Source: an optimization exercise on an open RTL-to-GDS flow (aim: small area). Production flows keep margins and buffers that such runs may drop. Function was checked by simulation only, so behaviour that the tests miss may differ from the original. No driver is modelled on the clock port, so clock power and skew are understated where the tree is cut down; a real chip needs a root buffer or a tree. No activity file was given, so power comes from the tool's default toggle rates.

== oak ==
==> flow/design.v <==
module vga_generator(
	input				clk,
	input				reset_n,
	input		[3:0]		mode,
	input		[15:0]		pongbar1_y_input,
	input		[15:0]		pongbar2_y_input,
	input		[15:0]		bal_x_input,
	input		[15:0]		bal_y_input,
	output	reg			vga_hs,
	output	reg			vga_vs,
	output	reg			vga_de,
	output		[7:0]		vga_r,
	output		[7:0]		vga_g,
	output		[7:0]		vga_b
);
wire m4 = mode[3] | mode[2];
wire m0 = !m4 && mode[1:0] == 2'd0;
wire m1 = !m4 && mode[1:0] == 2'd1;
wire m2 = !m4 && mode[1:0] == 2'd2;
wire m3 = !m4 && mode[1:0] == 2'd3;
reg  [11:0] U0;
reg  [10:0] Y0;
always @(*)
begin
	case ({m4, mode[1:0]})
		3'd0:    begin U0 = 12'd3953; Y0 = 11'd2012; end
		3'd1:    begin U0 = 12'd3975; Y0 = 11'd2011; end
		3'd2:    begin U0 = 12'd3801; Y0 = 11'd2012; end
		3'd3:    begin U0 = 12'd3737; Y0 = 11'd2006; end
		default: begin U0 = 12'd3905; Y0 = 11'd2006; end
	endcase
end
reg  [11:0] hx;
reg  [10:0] vy;
reg         lit;
wire [11:0] h = hx;
wire [10:0] v = vy;
wire h_up = h[11];
wire v_up = v[10] & v[9];
wire h_sync_up =
	(m0 && h[7] && h[6] && (h[5] || h[4])) ||
	(m1 && h[6] && (h[5] || h[4] || h[3] || h[2])) ||
	(m2 && h[8] && (h[7] || (h[6] && h[5]))) ||
	(m3 && h[8] && (h[7] || h[6] || h[5] || h[4] || h[3])) ||
	(m4 && (h[7] || (h[6] && h[5] && (h[4] || (h[3] && h[2])))));
wire v_sync_up =
	(m0 && (v[5] || v[1] || v[0])) ||
	(m1 && v[5]) ||
	(m2 && v[5] && (v[4] || v[3] || v[2] || v[1] || v[0])) ||
	(m3 && (v[5] || v[3])) ||
	(m4 && (v[5] || (v[3] && (v[2] || v[1]))));
wire h_past =
	(m0 && h[9] && h[7]) ||
	(m1 && h[9] && h[7] && h[6] && (h[5] || h[4])) ||
	(m2 && h[10]) ||
	(m3 && h[10] && h[8]) ||
	(m4 && h[10] && h[9] && h[8] && h[7]);
wire v_past =
	((m0 || m1) && v[8] && v[7] && v[6] && (v[5] || (v[4] && v[3] && v[2] && v[1] && v[0]))) ||
	(m2 && v[9] && (v[8] || &v[7:0])) ||
	(m3 && &v[9:0]) ||
	(m4 && v[10] && v[5] && v[4] && (v[3] || (v[2] && v[1] && v[0])));
wire h_wrap = !h_up && h_past && (
	(m0 && h[4]) ||
	(m1 && h[5]) ||
	(m2 && h[4] && h[3]) ||
	(m3 && h[5] && h[4]) ||
	(m4 && h[6] && h[4] && h[3]));
wire v_wrap = !v_up && v_past && (
	(m0 && v[5] && v[3]) ||
	(m1 && v[5] && v[2] && v[1] && v[0]) ||
	(m2 && v[8] && v[0]) ||
	m3 ||
	(m4 && v[3] && v[1]));
wire v_first = &v[5:0];
always @(posedge clk)
begin
	if (!reset_n || h_wrap)
		hx <= U0;
	else
		hx <= hx + 12'd1;
	if (!reset_n || (h_wrap && v_wrap))
		vy <= Y0;
	else
		vy <= vy + {10'd0, h_wrap};
end
wire hs_next = h_up ? h_sync_up : !h_wrap;
wire vs_next = v_up ? v_sync_up : !v_wrap;
wire de_next = !h_up && !h_past && (v_up ? v_first : !v_past);
always @(posedge clk or negedge reset_n)
	if (!reset_n)
	begin
		vga_hs <= 1'b1;
		vga_vs <= 1'b1;
		vga_de <= 1'b0;
	end
	else
	begin
		vga_hs <= hs_next;
		if (h_wrap)
			vga_vs <= vs_next;
		vga_de <= de_next;
	end
wire [10:0] x = hx[10:0];
wire [8:0]  y = v_up ? 9'd0 : vy[8:0];
wire        right = x[9];
wire [8:0]  bar = right ? pongbar2_y_input[8:0] : pongbar1_y_input[8:0];
wire        bar_hi = right ? (pongbar2_y_input[15:9] == 7'd0) : (pongbar1_y_input[15:9] == 7'd0);
wire        bar_col = !x[10] && (right ?
	(x[8:7] == 2'b00 && x[6] && x[5] && x[4] && (x[3] || (x[2] && x[1]))) :
	(x[8:4] == 5'd0 && !(x[3] && (x[2] || x[1]))));
wire [8:0]  nbar = ~bar;
wire [9:0]  dc;
wire [8:0]  dy;
assign dc[0] = 1'b1;
genvar i;
generate for (i = 0; i < 9; i = i + 1) begin : g_dy
	assign dy[i] = y[i] ^ nbar[i] ^ dc[i];
	assign dc[i+1] = (y[i] & nbar[i]) | (y[i] & dc[i]) | (nbar[i] & dc[i]);
end endgenerate
wire        bar_hit = bar_col && bar_hi && dc[9] && dy[8:6] == 3'd0 && !(dy[5] && (dy[4] || dy[3]));
wire        ball_hit = {5'd0, x} == bal_x_input && {7'd0, y} == bal_y_input;
always @(posedge clk)
	lit <= bar_hit || ball_hit;
assign vga_r = {8{lit}};
assign vga_g = 8'h00;
assign vga_b = lit ? 8'h00 : 8'd125;
endmodule
module pong_vpg(
	input				clk,
	input				reset_n,
	input		[3:0]		mode,
	input		[15:0]		pongbar1_y_input,
	input		[15:0]		pongbar2_y_input,
	input		[15:0]		bal_x_input,
	input		[15:0]		bal_y_input,
	output				vpg_de,
	output				vpg_hs,
	output				vpg_vs,
	output		[7:0]		vpg_r,
	output		[7:0]		vpg_g,
	output		[7:0]		vpg_b
);
vga_generator u_vga_generator (
	.clk(clk),
	.reset_n(reset_n),
	.mode(mode),
	.pongbar1_y_input(pongbar1_y_input),
	.pongbar2_y_input(pongbar2_y_input),
	.bal_x_input(bal_x_input),
	.bal_y_input(bal_y_input),
	.vga_hs(vpg_hs),
	.vga_vs(vpg_vs),
	.vga_de(vpg_de),
	.vga_r(vpg_r),
	.vga_g(vpg_g),
	.vga_b(vpg_b));
endmodule
Settings: LEC_CHECK=0, CAP_MARGIN=0, CORE_MARGIN=2, CORE_UTILIZATION=40, SLEW_MARGIN=0; clock period 4.5 ns.
standard.sh (not shown) runs the stock make flow with config.mk's settings and CLKGATE_MAP_FILE= SYNTH_SCRIPT=/design/flow/synth_recipe.tcl, a recipe that flattens the netlist after the stock synthesis.
==> flow/flow/run.sh <==
#!/bin/bash
# The standard layout (standard.sh) with two changes:
#  - Yosys's technology mapping (abc) runs an area-oriented ABC script,
#    flow/area.abc, instead of ORFS's speed script; the synthesis is
#    otherwise the standard one, so the registers are the same.
#  - the port buffers that global placement inserts are buf_1 cells.
# Each tool's full output is in the ORFS logs under orfs/logs/; make's
# output is in flow_make.log.
set -euo pipefail
here=$(pwd)
{
	head -n 1 synth_recipe.tcl
	echo "proc abc {args} { set i [lsearch \$args -script]; set args [lreplace \$args \$i [expr {\$i + 1}] -script $here/flow/area.abc]; yosys abc {*}\$args }"
	tail -n +2 synth_recipe.tcl
} > area_synth.tcl
sed "s#SYNTH_SCRIPT=[^ ]*#SYNTH_SCRIPT=$here/area_synth.tcl#" standard.sh > area_standard.sh
grep -q "SYNTH_SCRIPT=$here/area_synth.tcl" area_standard.sh
export BUFFER_PORTS_ARGS="-buffer_cell sky130_fd_sc_hd__buf_1"
bash area_standard.sh > flow_make.log 2>&1
==> flow/flow/area.abc <==
strash
ifraig
dc2
dc2
strash
&get -n
&dch -f
&nf -R 1000 -F 10 -C 32
&put
What pine does differently from oak at the input level:
-- flow/flow/run.sh --
<<< oak, line 19
>>> pine, line 19
export CTS_ARGS="-repair_clock_nets -root_buf sky130_fd_sc_hd__clkbuf_8 -buf_list sky130_fd_sc_hd__clkbuf_8"
-- flow/config.mk --
<<< oak, line 8
export CAP_MARGIN = 0
>>> pine, line 8
export CAP_MARGIN = 20
<<< oak, line 11
export SLEW_MARGIN = 0
>>> pine, line 11
export SLEW_MARGIN = 20
==> comparison <==
Where static leakage is concerned, oak is better than pine.
For the via count, pine came in 0.34% lower than oak did.
From oak to pine the numbers moved as follows: final period demand of the worst path barely changed; wire length barely changed.
The via count of the first global-routing pass was comparable across pine and oak.
Between pine and oak, the average detailed-routed wire length per instance figures differ only marginally.
The higher clock-buffer cell count of pine and oak is in oak.
Per the comparison of pine with oak, total power went down by about 0.32%, worst hold-check slack level.
[inputs] birch vs pine
-- flow/flow/run.sh --
<<< pine, line 7
>>> birch, line 7
#  - global placement is not timing-driven (the later repair steps still
#    fix timing); flow/pre_gpl.tcl removes synthesis's buffers before it.
<<< pine, line 19
export CTS_ARGS="-repair_clock_nets -root_buf sky130_fd_sc_hd__clkbuf_8 -buf_list sky130_fd_sc_hd__clkbuf_8"
>>> birch, line 21
export GPL_TIMING_DRIVEN=0
export PRE_GLOBAL_PLACE_TCL=$here/flow/pre_gpl.tcl
==> flow/flow/pre_gpl.tcl (new file) <==
# Global placement runs without its timing-driven mode (GPL_TIMING_DRIVEN 0),
# which is what normally removes synthesis's buffers first; remove them here.
remove_buffers
Findings:
- birch finished end to end and its layout was clean on timing, DRC and antenna.
- The setup slack of birch is smaller than that of pine.
- Cmp pine and birch / total global-route track usage / higher: pine
- Between birch and pine, it is birch whose fraction of the cycle the final worst path needs is higher, by 3.6 points.
The inputs of maple differ from those of birch as listed below.
-- flow/flow/run.sh --
<<< birch, line 7
#  - global placement is not timing-driven (the later repair steps still
#    fix timing); flow/pre_gpl.tcl removes synthesis's buffers before it.
>>> maple, line 7
<<< birch, line 21
export GPL_TIMING_DRIVEN=0
export PRE_GLOBAL_PLACE_TCL=$here/flow/pre_gpl.tcl
>>> maple, line 19
removed: flow/flow/pre_gpl.tcl
### Flow results
Diff birch -> maple: pin slew with the least headroom to its limit higher; sequential share of layout area shows a reduction of 0.54 points; total power divided by cell area -about 0.9%. On first-iteration DRC count, maple does better than birch. maple completed end to end with timing, DRC and antenna clean. Higher filler cell count in the final layout was reported by birch, not maple. In maple, final total power is higher than in birch. Per the comparison of maple with birch, final critical path time including I/O delays and setup saw a decrease; total placed instance area saw an increase.

== build 3 ==
Another version of the RTL of pong_vpg (not shown whole).
Size in the first run: about 290 cells after synthesis, roughly 27 flip-flops, about 97 I/O pins, about 0.0021 mm^2 of cells after synthesis.
==> flow/config.mk <==
export PLATFORM = sky130hd
export DESIGN_NAME = pong_vpg
export DESIGN_NICKNAME = pong_vpg
export VERILOG_FILES = /design/flow/design.v
export SDC_FILE = /design/flow/constraint.sdc
export NUM_CORES = 4
export LEC_CHECK = 0
export CAP_MARGIN = 20
export CORE_MARGIN = 2
export CORE_UTILIZATION = 40
export SLEW_MARGIN = 20
==> flow/constraint.sdc <==
create_clock -name core_clock -period 4.5 [get_ports {clk}]
set_input_delay 0.9000 -clock core_clock [delete_from_list [all_inputs] [get_ports {clk}]]
set_output_delay 0.9000 -clock core_clock [all_outputs]
set_load 0.01 [all_outputs]
==> flow/flow/run.sh <==
#!/bin/bash
# The standard layout (standard.sh) with these changes:
#  - Yosys's technology mapping (abc) runs an area-oriented ABC script,
#    flow/area.abc, instead of ORFS's speed script, and the synthesis
#    skips extract_fa, leaving the adders' gates to ABC; the synthesis is
#    otherwise the standard one, so the registers are the same.
#  - the port buffers that global placement inserts are buf_1 cells.
# Each tool's full output is in the ORFS logs under orfs/logs/; make's
# output is in flow_make.log.
set -euo pipefail
here=$(pwd)
{
	head -n 1 synth_recipe.tcl
	echo "proc extract_fa {args} { }"
	echo "proc abc {args} { set i [lsearch \$args -script]; set args [lreplace \$args \$i [expr {\$i + 1}] -script $here/flow/area.abc]; yosys abc {*}\$args }"
	tail -n +2 synth_recipe.tcl
} > area_synth.tcl
sed "s#SYNTH_SCRIPT=[^ ]*#SYNTH_SCRIPT=$here/area_synth.tcl#" standard.sh > area_standard.sh
grep -q "SYNTH_SCRIPT=$here/area_synth.tcl" area_standard.sh
export BUFFER_PORTS_ARGS="-buffer_cell sky130_fd_sc_hd__buf_1"
bash area_standard.sh > flow_make.log 2>&1
Scripts as last shown in full above: flow/flow/area.abc
Edits applied to the flow inputs when going from build 3 to build 85:
- a change of SLEW_MARGIN from 20 to 0
- a change of CAP_MARGIN from 20 to 0
==> flow/flow/area.abc <==
strash
ifraig
dc2
dc2
strash
dch -f
map -a
&get -n
&dch -f
&nf -R 1000 -F 10 -C 32
&put
==> comparison <==
Max met1 capacity usage during global routing across build 3 and build 85: build 85
Delta (build 85 minus build 3): clock share of power now larger, leakage component of the power lower.
Relative to build 3, amount of wire on met2 after detailed routing has gone up in build 85.
Going from build 3 to build 85, final instance area shrank slightly.
Share of layout cells above drive strength 1: build 85 vs build 3 down 0.23 points
As far as total power consumption of the routed design is concerned, build 85 and build 3 perform about the same.
Input changes introduced in build 20 (baseline for comparison: build 85):
- CAP_MARGIN now 20, was 0
- SLEW_MARGIN now 20, was 0
diff --git a/flow/flow/run.sh b/flow/flow/run.sh
--- a/flow/flow/run.sh
+++ b/flow/flow/run.sh
@@ -7,0 +8,4 @@
+#  - the outputs that are constant 0 share synthesis's one tie cell
+#    (SKIP_REPAIR_TIE_FANOUT).
+#  - after clock tree synthesis, flow/post_cts.tcl takes the tree's leaf
+#    buffers out, so its root buffer drives all the registers' clocks.
@@ -20,0 +25,2 @@
+export SKIP_REPAIR_TIE_FANOUT=1
+export POST_CTS_TCL=$here/flow/post_cts.tcl
==> flow/flow/post_cts.tcl (new file) <==
# After clock tree synthesis: the tree is a root buffer driving two leaf
# buffers, which drive the registers. Take the leaf buffers (and the dummy
# loads CTS adds to balance them) out, so that the root buffer drives every
# register's clock pin directly, and make that buffer a clkbuf_16; every
# register's clock then comes through the same single buffer.
set block [ord::get_db_block]
set root [$block findInst clkbuf_0_clk]
if { $root == "NULL" } {
	utl::error FLW 1 "post_cts.tcl: no root clock buffer clkbuf_0_clk"
}
set root_net [[$root findITerm X] getNet]
set leaves {}
foreach it [$root_net getITerms] {
	set inst [$it getInst]
	if { $inst != $root && [string match "clkbuf_*" [$inst getName]] } {
		lappend leaves $inst
	}
}
foreach leaf $leaves {
	set out_net [[$leaf findITerm X] getNet]
	foreach it [$out_net getITerms] {
		set inst [$it getInst]
		if { $inst == $leaf } { continue }
		if { [string match "clkload*" [$inst getName]] } { continue }
		$it disconnect
		$it connect $root_net
	}
	foreach it [$out_net getITerms] {
		set inst [$it getInst]
		if { $inst != $leaf && [string match "clkload*" [$inst getName]] } {
			odb::dbInst_destroy $inst
		}
	}
	odb::dbInst_destroy $leaf
	odb::dbNet_destroy $out_net
}
# dummy loads left on the root net
foreach it [$root_net getITerms] {
	set inst [$it getInst]
	if { [string match "clkload*" [$inst getName]] } {
		odb::dbInst_destroy $inst
	}
}
puts "post_cts.tcl: removed [llength $leaves] leaf clock buffers"
# the root buffer now drives all the registers: make it a clkbuf_16
$root swapMaster [[ord::get_db] findMaster sky130_fd_sc_hd__clkbuf_16]
detailed_placement
check_placement -verbose
estimate_parasitics -placement
report_clock_skew
report_check_types -max_slew -max_capacitance -max_fanout -violators
--- outcome ---
Build 20 completed; timing, DRC and antenna clean
Relative to build 85, the final cell count measured on build 20 has decreased by a few percent.
In terms of simple-gate portion of the synthesized area, build 85 and build 20 differ only marginally.
Sequential share of layout area: build 20 > build 85
[build 20] maximum cell stage delay along the critical path rose 0.02 ns relative to build 85
Looking only at total routed wire length on the met1 layer, and setting everything else aside, the higher value of build 85 and build 20 goes to build 85.
Build 20 ends up with a data arrival time of the critical path that is 0.09 ns higher than in build 85.
Standard cell area after detailed placement delta for build 20 relative to build 85: 34 um^2 lower
Setup slack sits lower in build 20 than in build 85.
Looking at final cycle utilization of the critical path across build 85 and build 20, the one that comes out lower is build 85.
| combinational fraction of design power | higher: build 20 |

re-timing with driven ports:
The flow's constraints put no driver on any port. The routed layouts listed below were extracted and timed again, unchanged, in two steps. Step 1 assumes that a clkbuf_16 drives the clock port and a buf_2 every other input. Step 2 moves the port delays by t, midway between the first and last clock arrival at a register: inputs arrive t later, outputs are due t later. That takes back most of the time a late clock gives input paths. Three values: ideal ports, drivers, drivers and shift; two values: the first two.
run	t (ns)	slack for setup (ns)	worst setup path at the end	clock arrival spread, ns
oak	0.294	0.335 / 0.342 / 0.047	input to register	0.005 / 0.005
pine	0.295	0.337 / 0.344 / 0.049	input to register	0.005 / 0.004
birch	0.303	0.177 / 0.184 / -0.119	input to register	0.002 / 0.002
maple	0.294	0.335 / 0.342 / 0.047	input to register	0.005 / 0.005
build 3	0.294	1.061 / 1.041 / 0.894	input to register	0.005 / 0.006
build 85	0.295	1.104 / 1.093 / 0.817	input to register	0.008 / 0.008
build 20	0.195	0.923 / 0.934 / 0.740	input to register	0.009 / 0.009
Met with ideal ports but missed after step 2: setup timing in birch. The setup slack of birch, which loses most, moves by +0.007 ns with the drivers and by -0.296 ns with both steps.
